Source: an optimization exercise on an open RTL-to-GDS flow (aim: small area and a short achievable clock period). Production flows keep margins and buffers that such runs may drop.
The RTL was checked by simulation tests, not by an equivalence proof against the original design.
Power figures rest on the tool's default switching activity, not on a simulated workload.

== v35 ==
## System
module System(RESET, CLK, ENCRYPTED, PASSWD_INIT, FLAG, FOUND, TXD);
Size in the first run: ~700 cells after synthesis, roughly 85 I/O pins, ~5200 µm² of cells after synthesis.
==> flow/config.mk <==
export PLATFORM = sky130hd
export DESIGN_NAME = System
export DESIGN_NICKNAME = System
export VERILOG_FILES = /design/flow/design.v
export SDC_FILE = /design/flow/constraint.sdc
export NUM_CORES = 4
export LEC_CHECK = 0
export ABC_AREA = 1
export CAP_MARGIN = 20
export CORE_MARGIN = 2
export CORE_UTILIZATION = 70
export SLEW_MARGIN = 20
==> flow/constraint.sdc <==
create_clock -name core_clock -period 17.0 [get_ports {CLK}]
set_input_delay 3.4000 -clock core_clock [delete_from_list [all_inputs] [get_ports {CLK}]]
set_output_delay 3.4000 -clock core_clock [all_outputs]
set_load 0.01 [all_outputs]
standard.sh (not shown) runs the stock make flow with config.mk's settings and CLKGATE_MAP_FILE= SYNTH_SCRIPT=/design/flow/synth_recipe.tcl, a recipe that flattens the netlist after the stock synthesis.
==> flow/flow/run.sh <==
#!/bin/bash
export BUFFER_PORTS_ARGS="-buffer_cell sky130_fd_sc_hd__buf_1"
bash standard.sh SETUP_SLACK_MARGIN=11.6 finish > standard.log 2>&1
Edits applied to the flow inputs when going from v35 to v38:
- clearing ABC_AREA, which used to be 1
==> flow/flow/run.sh <==
#!/bin/bash
export BUFFER_PORTS_ARGS="-buffer_cell sky130_fd_sc_hd__buf_1"
bash standard.sh SETUP_SLACK_MARGIN=11.8 finish > standard.log 2>&1
--- outcome ---
The layout net count in v35 is 1.2 times that in v38.
Of v35 and v38, v38 shows the higher worst hold slack, with v35 below it.
Per the comparison of v38 with v35, effective utilization at floorplan rose by 1.4 points; filler cell count fell by about 30%; initial antenna violation count stayed essentially flat.
Peak supply drop delta (v38 − v35): favourable
The inputs of v12 differ from those of v38 as listed below.
- CORE_UTILIZATION changed from 70 to 60
==> flow/flow/run.sh <==
#!/bin/bash
export BUFFER_PORTS_ARGS="-buffer_cell sky130_fd_sc_hd__buf_2"
bash standard.sh SETUP_SLACK_MARGIN=11.6 finish > standard.log 2>&1
[summary]
Lower overall power of the completed layout was reported by v38, not v12. v12 against v38: global-route usage decreased by 4.2 points relative to the old numbers; global-route wire length before repair closely matched the old numbers; final cell count higher; clock skew lower; summed area of non-filler cells in the final layout now sits at about the same level. v12 vs v38, highest clock rate went down by 1.2%. On v12: share of cells above drive strength 1 is 7.6 points higher than what v38 gave. Compared with v38, v12 shows a higher inserted tap cell count. Measured against v12, the clock-net power of v38 comes out at 0.73 times the reference value. Relative to v38, final clock period utilization by the worst path increased by 0.37 points in v12.
### v12 -> v4
- CORE_UTILIZATION now 70, was 60
==> flow/flow/run.sh <==
#!/bin/bash
export BUFFER_PORTS_ARGS="-buffer_cell sky130_fd_sc_hd__buf_1"
bash standard.sh SETUP_SLACK_MARGIN=11.6 finish > standard.log 2>&1
--- outcome ---
v4 ended up with a higher worst setup slack than v12 did. Worst hold slack across v12 and v4: no real change. Cell count (higher): v12. Clock network power share: v12 and v4 compared, lower one is v4. Compared with v12, v4 shows a proportion of power drawn by combinational gates that is 2.2 points higher. Re utilization: v4 is 10 points up on v12. Compare v12 and v4 | clock network power lower: v4. In the flow results for v12 and v4, the total power is smaller on v4. Taking v12 as the reference point, the sequential share of layout area of v4 rises by 1.1 points.


== build 96 ==
Another version of the RTL of System (not shown whole).
For scale: about 730 cells after synthesis, ~74 flip-flops, roughly 85 I/O pins.
Settings: LEC_CHECK=0, CAP_MARGIN=20, CORE_MARGIN=2, CORE_UTILIZATION=60, SLEW_MARGIN=20; clock period 17.0 ns.
==> flow/flow/run.sh <==
#!/bin/bash
export BUFFER_PORTS_ARGS="-buffer_cell sky130_fd_sc_hd__buf_2"
bash standard.sh ADDER_MAP_FILE= SETUP_SLACK_MARGIN=12.3 finish > standard.log 2>&1
The flow did not stop early for build 96: all stages ran, and the layout cleared the timing, design-rule and antenna checks.
Here is what was changed in the inputs of build 6 compared with build 96.
Settings: putting SYNTH_HIERARCHICAL at 1 where nothing was set; putting SYNTH_MINIMUM_KEEP_SIZE at 0 where nothing was set.
==> flow/flow/run.sh <==
#!/bin/bash
export BUFFER_PORTS_ARGS="-buffer_cell sky130_fd_sc_hd__buf_2"
bash standard.sh SETUP_SLACK_MARGIN=12.3 finish > standard.log 2>&1
==> results.txt <==
- Synthesized area went down by a few percent going from build 96 to build 6.
- Build 6 vs. build 96: setup slack after layout now sits higher, clock power moved down.
- No run among build 96 and build 6 stopped early or left any final violation; all are clean.
- Data required time of the critical path: lower on build 6
- Per the comparison of build 6 with build 96, power now smaller; switching share of total power dropped 3.3 points; hold slack rose 0.0087 ns; met3 wire length fell by about 55%.
- Comparing register-to-register slack for build 96 and build 6, the smaller number came from build 6.
Inputs modified between build 6 and build 27:
Settings: clearing SYNTH_HIERARCHICAL, which used to be 1; clearing SYNTH_MINIMUM_KEEP_SIZE, which used to be 0.
==> flow/flow/run.sh <==
#!/bin/bash
export BUFFER_PORTS_ARGS="-buffer_cell sky130_fd_sc_hd__buf_2"
bash standard.sh SETUP_SLACK_MARGIN=11.6 finish > standard.log 2>&1
--- outcome ---
- Between build 27 and build 6, the worst max-slew margin expressed relative to the limit is higher for build 27.
- Looking at worst-case setup margin in the final layout across both flows, build 27 is the stronger of the two, with build 6 trailing.
- Changes observed in build 27 relative to build 6: number of instances in the synthesized netlist now sits higher; final weighted congestion in routability-driven placement now larger; area after detailed placement shrank by about 3.6%.
- Build 27 has final critical delay including setup and external delays below what build 6 had.
- Final routed wirelength across all metal layers was lower in the run labelled build 6.
Modified inputs, build 60 compared to build 27
==> flow/flow/run.sh <==
#!/bin/bash
export BUFFER_PORTS_ARGS="-buffer_cell sky130_fd_sc_hd__buf_2"
bash standard.sh SETUP_SLACK_MARGIN=12.3 finish > standard.log 2>&1
Results
In the final design statistics, build 60 uses more standard cells in total than build 27.
Comparing build 27 and build 60, the lower sequential power share was measured on build 27.
Row via count: build 60 lower / build 27 higher
Total met2 wirelength after detailed routing in build 60 is 41 microns lower than in build 27
Diff build 27 -> build 60: footprint of the multi-input gates went up 81 sq um, overall power of the completed layout went down 10%, met1 track demand over resource in global routing went up 1.8 points.

-- afterwards: timing with drivers on the ports --
Ports are ideal in the flow. The routed layouts listed here were re-timed in OpenROAD.
Step 1 (the two cells are an assumption about what drives the block):
set clk [get_ports {CLK}]
set_driving_cell -lib_cell sky130_fd_sc_hd__clkbuf_16 $clk
set_driving_cell -lib_cell sky130_fd_sc_hd__buf_2 [delete_from_list [all_inputs] $clk]
Step 2, shift: input delay + t, output delay - t, t = (earliest + latest rising clock arrival at the registers) / 2. This alone moves slack from input paths to output paths.
Slacks: no drivers / after step 1 / after step 2; pairs: no drivers / after step 1.
run | t (ns) | slack for setup (ns) | hold WS [ns] | slew at the worst register clock pin (ns)
v35 | 0.391 | 11.649 / 11.631 / 11.241 | 0.432 / 0.432 / 0.432 | 0.08 / 0.08
v38 | 0.378 | 11.635 / 11.622 / 11.244 | 0.459 / 0.459 / 0.459 | 0.09 / 0.09
v12 | 0.383 | 11.571 / 11.570 / 11.188 | 0.450 / 0.450 / 0.450 | 0.09 / 0.09
v4 | 0.384 | 11.646 / 11.649 / 11.265 | 0.447 / 0.447 / 0.447 | 0.09 / 0.09
build 96 | 0.401 | 11.578 / 11.565 / 11.163 | 0.457 / 0.457 / 0.457 | 0.09 / 0.09
build 6 | 0.381 | 11.586 / 11.564 / 11.183 | 0.466 / 0.466 / 0.466 | 0.09 / 0.09
build 27 | 0.371 | 11.627 / 11.607 / 11.235 | 0.448 / 0.448 / 0.448 | 0.09 / 0.09
build 60 | 0.385 | 11.644 / 11.627 / 11.242 | 0.451 / 0.451 / 0.451 | 0.09 / 0.09
After both steps setup and hold are still met in every run listed. For build 96, which loses most, drivers alone change the setup slack by -0.013 ns; drivers and shift together by -0.415 ns.
